Background: an optimization exercise with open tools, aiming at small area, a short achievable clock period and few clock cycles. Do not read the settings as production practice. In this exercise RTL edits were held to simulation tests only and were not proved equivalent to the original. No driver is modelled on the clock port, so clocking that relies on it looks cheaper here than on a real chip. Power is estimated from default activity; no workload was simulated.

Design LOONG_ENC, start of the top module:
module LOONG_ENC (
    input  wire        clk,
    input  wire        reset,         
    input  wire        start,
    input  wire [63:0] plaintext,
    input  wire [63:0] roundKey,
    output reg  [63:0] ciphertext,
    output reg         done
);
Size: about 65 flip-flops, about 0.0019 mm² of cells after synthesis.
export LEC_CHECK = 0
export CAP_MARGIN = 20
export CORE_MARGIN = 2
export CORE_UTILIZATION = 40
export SLEW_MARGIN = 20
create_clock -name core_clock -period 5.0 [get_ports {clk}]
standard.sh (not shown) runs the stock make flow with config.mk's settings and CLKGATE_MAP_FILE= SYNTH_SCRIPT=/design/flow/synth_recipe.tcl, a recipe that flattens the netlist after the stock synthesis.
==> flow/flow/run.sh <==
#!/bin/bash
# Layout flow: the standard synthesis and ORFS flow (standard.sh), with
#  - buf_1 port buffers;
#  - the output pins spread evenly along the edges (flow/pins.tcl);
#  - each output register and its port buffer side by side next to the pin
#    (flow/place.tcl, released by flow/post_dp.tcl), mirrored so that the
#    register's Q faces the buffer (flow/post_cts.tcl; incremental repair after
#    global routing is skipped, as its legalization would undo the mirroring);
#  - a one-level clock distribution, four buf_12 driven by the clock port
#    (flow/clk.tcl via flow/pre_cts.tcl), in place of the CTS tree.
# Each tool's output goes to its own log in the work folder (synth.log,
# layout.log, and ORFS's per-step logs under orfs/logs).
set -euo pipefail
W=$(pwd)
bash standard.sh synth > "$W/synth.log" 2>&1
bash standard.sh \
  BUFFER_PORTS_ARGS="-buffer_cell sky130_fd_sc_hd__buf_1" \
  PRE_IO_PLACEMENT_TCL="$W/flow/pins.tcl" \
  PRE_DETAIL_PLACE_TCL="$W/flow/place.tcl" \
  POST_DETAIL_PLACE_TCL="$W/flow/post_dp.tcl" \
  PRE_CTS_TCL="$W/flow/pre_cts.tcl" \
  POST_CTS_TCL="$W/flow/post_cts.tcl" \
  SKIP_INCREMENTAL_REPAIR=1 \
  CTS_ARGS="-buf_list sky130_fd_sc_hd__buf_12 -root_buf sky130_fd_sc_hd__buf_12 -dont_use_dummy_load" \
  finish > "$W/layout.log" 2>&1
==> flow/flow/clk.tcl <==
# Clock distribution: the clock port drives ncl buffers, each on the free sites
# nearest the centre of the registers of one sector of the die around the
# registers' centre.
source [file join [file dirname [info script]] sites.tcl]
proc my_clock_buffers { ncl cell } {
  set block [ord::get_db_block]
  my_sites::init 0
  set dbu [$block getDbUnitsPerMicron]
  set pins {}
  set xs 0.0; set ys 0.0
  foreach p [get_pins -of_objects [get_nets clk] -filter "direction==input"] {
    set inst [[sta::sta_to_db_pin $p] getInst]
    set bb [$inst getBBox]
    set x [expr {([$bb xMin] + [$bb xMax]) / 2.0 / $dbu}]
    set y [expr {([$bb yMin] + [$bb yMax]) / 2.0 / $dbu}]
    lappend pins [list $p $x $y]
    set xs [expr {$xs + $x}]; set ys [expr {$ys + $y}]
  }
  set n [llength $pins]
  set cx [expr {$xs / $n}]; set cy [expr {$ys / $n}]
  set pi 3.14159265358979
  set groups {}
  for {set g 0} {$g < $ncl} {incr g} { dict set groups $g {} }
  foreach e $pins {
    lassign $e p x y
    set a [expr {atan2($y - $cy, $x - $cx) + $pi}]
    set g [expr {int($a / (2 * $pi) * $ncl) % $ncl}]
    dict lappend groups $g $e
  }
  set k 0
  dict for {g es} $groups {
    if {[llength $es] == 0} continue
    set gx 0.0; set gy 0.0; set lp {}
    foreach e $es { lassign $e p x y; set gx [expr {$gx + $x}]; set gy [expr {$gy + $y}]; lappend lp $p }
    set m [llength $es]
    set buf [insert_buffer -buffer_cell $cell -net clk -load_pins $lp \
      -location [list [expr {$gx / $m}] [expr {$gy / $m}]] \
      -buffer_name clkbuf_$k -net_name clknet_$k]
    # on the free sites nearest the group's centre, so that no cell moves
    my_sites::put [$block findInst [get_full_name $buf]] [expr {int($gx / $m * $dbu)}] [expr {int($gy / $m * $dbu)}] PLACED
    puts "clock buffer clkbuf_$k: $m registers"
    incr k
  }
  foreach net [$block getNets] {
    if {[string match clknet_* [$net getName]] || [$net getName] eq "clk"} { $net setSigType CLOCK }
  }
}
==> flow/flow/pre_cts.tcl <==
# Runs before ORFS's CTS step: build the clock distribution here (the clock
# port drives four buffers, each feeding the registers of one sector), after
# which clock_tree_synthesis finds the clock net already buffered and skips it.
source [file join [file dirname [info script]] clk.tcl]
my_clock_buffers 4 sky130_fd_sc_hd__buf_12
Other scripts of this flow, unchanged in this note and not shown: flow/flow/pins.tcl, flow/flow/place.tcl, flow/flow/post_cts.tcl, flow/flow/post_dp.tcl, flow/flow/sites.tcl
Testbench counts at the start, summed over its fixed seeds: cycles 960.
Change:
--- a/flow/flow/run.sh
+++ b/flow/flow/run.sh
@@ -22,4 +22,4 @@
   POST_CTS_TCL="$W/flow/post_cts.tcl" \
   SKIP_INCREMENTAL_REPAIR=1 \
-  CTS_ARGS="-buf_list sky130_fd_sc_hd__buf_12 -root_buf sky130_fd_sc_hd__buf_12 -dont_use_dummy_load" \
+  CTS_ARGS="-buf_list sky130_fd_sc_hd__buf_8 -root_buf sky130_fd_sc_hd__buf_8 -dont_use_dummy_load" \
   finish > "$W/layout.log" 2>&1
--- a/flow/flow/pre_cts.tcl
+++ b/flow/flow/pre_cts.tcl
@@ -3,3 +3,3 @@
 # which clock_tree_synthesis finds the clock net already buffered and skips it.
 source [file join [file dirname [info script]] clk.tcl]
-my_clock_buffers 4 sky130_fd_sc_hd__buf_12
+my_clock_buffers 4 sky130_fd_sc_hd__buf_8
After rerunning: Routed wire length climbs by 0.31%; core utilization decreases by 0.45 points; design area is lower by 0.73%.
Change:
==> flow/flow/run.sh (replaced) <==
#!/bin/bash
# Layout flow: the standard synthesis and flow, with small port buffers and
# output pins spread evenly (flow/pins.tcl), each output register and its
# port buffer next to the pin (flow/place.tcl)
# and a one-level clock distribution (flow/clk.tcl) in place of the CTS tree.
# Each tool's output goes to its own log in the work folder.
set -euo pipefail
W=$(pwd)
bash standard.sh synth > "$W/synth.log" 2>&1
bash standard.sh \
  BUFFER_PORTS_ARGS="-buffer_cell sky130_fd_sc_hd__buf_1" \
  PRE_IO_PLACEMENT_TCL="$W/flow/pins.tcl" \
  PRE_DETAIL_PLACE_TCL="$W/flow/place.tcl" \
  POST_DETAIL_PLACE_TCL="$W/flow/post_dp.tcl" \
  PRE_CTS_TCL="$W/flow/pre_cts.tcl" \
  POST_CTS_TCL="$W/flow/post_cts.tcl" \
  SKIP_INCREMENTAL_REPAIR=1 \
  CTS_ARGS="-buf_list sky130_fd_sc_hd__buf_12 -root_buf sky130_fd_sc_hd__buf_12 -dont_use_dummy_load" \
  finish > "$W/layout.log" 2>&1
--- a/flow/flow/clk.tcl
+++ b/flow/flow/clk.tcl
@@ -1,5 +1,4 @@
-# Clock distribution: the clock port drives ncl buffers, each on the free sites
-# nearest the centre of the registers of one sector of the die around the
-# registers' centre.
+# Clock distribution: the clock port drives NCLK buffers, each at the centre
+# of the registers of one sector of the die around the registers' centre.
 source [file join [file dirname [info script]] sites.tcl]
 proc my_clock_buffers { ncl cell } {
--- a/flow/flow/pre_cts.tcl
+++ b/flow/flow/pre_cts.tcl
@@ -3,3 +3,3 @@
 # which clock_tree_synthesis finds the clock net already buffered and skips it.
 source [file join [file dirname [info script]] clk.tcl]
-my_clock_buffers 4 sky130_fd_sc_hd__buf_8
+my_clock_buffers 4 sky130_fd_sc_hd__buf_12
Outcome: Synthesized area is unchanged. Combinational power is about the same. Via count barely changes. First-iteration DRC count fell by a few percent. Total power rose by a few percent. Setup slack gains 0.015 ns.
Change:
--- a/flow/flow/run.sh
+++ b/flow/flow/run.sh
@@ -1,8 +1,14 @@
 #!/bin/bash
-# Layout flow: the standard synthesis and flow, with small port buffers and
-# output pins spread evenly (flow/pins.tcl), each output register and its
-# port buffer next to the pin (flow/place.tcl)
-# and a one-level clock distribution (flow/clk.tcl) in place of the CTS tree.
-# Each tool's output goes to its own log in the work folder.
+# Layout flow: the standard synthesis and ORFS flow (standard.sh), with
+#  - buf_1 port buffers;
+#  - the output pins spread evenly along the edges (flow/pins.tcl);
+#  - each output register and its port buffer side by side next to the pin
+#    (flow/place.tcl, released by flow/post_dp.tcl), mirrored so that the
+#    register's Q faces the buffer (flow/post_cts.tcl; incremental repair after
+#    global routing is skipped, as its legalization would undo the mirroring);
+#  - a one-level clock distribution, four buf_12 driven by the clock port
+#    (flow/clk.tcl via flow/pre_cts.tcl), in place of the CTS tree.
+# Each tool's output goes to its own log in the work folder (synth.log,
+# layout.log, and ORFS's per-step logs under orfs/logs).
 set -euo pipefail
 W=$(pwd)
--- a/flow/flow/clk.tcl
+++ b/flow/flow/clk.tcl
@@ -1,4 +1,5 @@
-# Clock distribution: the clock port drives NCLK buffers, each at the centre
-# of the registers of one sector of the die around the registers' centre.
+# Clock distribution: the clock port drives ncl buffers, each on the free sites
+# nearest the centre of the registers of one sector of the die around the
+# registers' centre.
 source [file join [file dirname [info script]] sites.tcl]
 proc my_clock_buffers { ncl cell } {
- CORE_UTILIZATION: 40 -> 50
Outcome: Die area fell by 19%; wire length barely changes; clock power increases by about 2%; utilization goes up by 13 points; power barely changes; setup slack stays flat; global-route usage goes up by 5.9 points.

[static timing again, ports no longer ideal]
How much do the figures lean on ideal ports? The routed layouts below were timed once more, with nothing changed but the port constraints.
Step 1, drivers: a clkbuf_16 drives clk and a buf_2 each remaining input, both assumed.
Step 2 also shifts input and output timing later by t, the mid clock arrival at the registers, as if the neighbouring blocks saw the same clock.
Three values: ideal ports, drivers, drivers and shift; two values: the first two.
run	t (ns)	slack for setup (ns)	latest minus earliest clock arrival (ns)	cell pins on the clock port's net
the first run	0.178	3.417 / 3.343 / 3.345	0.006 / 0.006	4
the second run	0.177	3.402 / 3.338 / 3.350	0.008 / 0.008	4
the third run	0.178	3.417 / 3.343 / 3.345	0.006 / 0.006	4
the fourth run	0.177	3.418 / 3.347 / 3.379	0.018 / 0.017	4
After both steps every run listed still meets setup and hold.
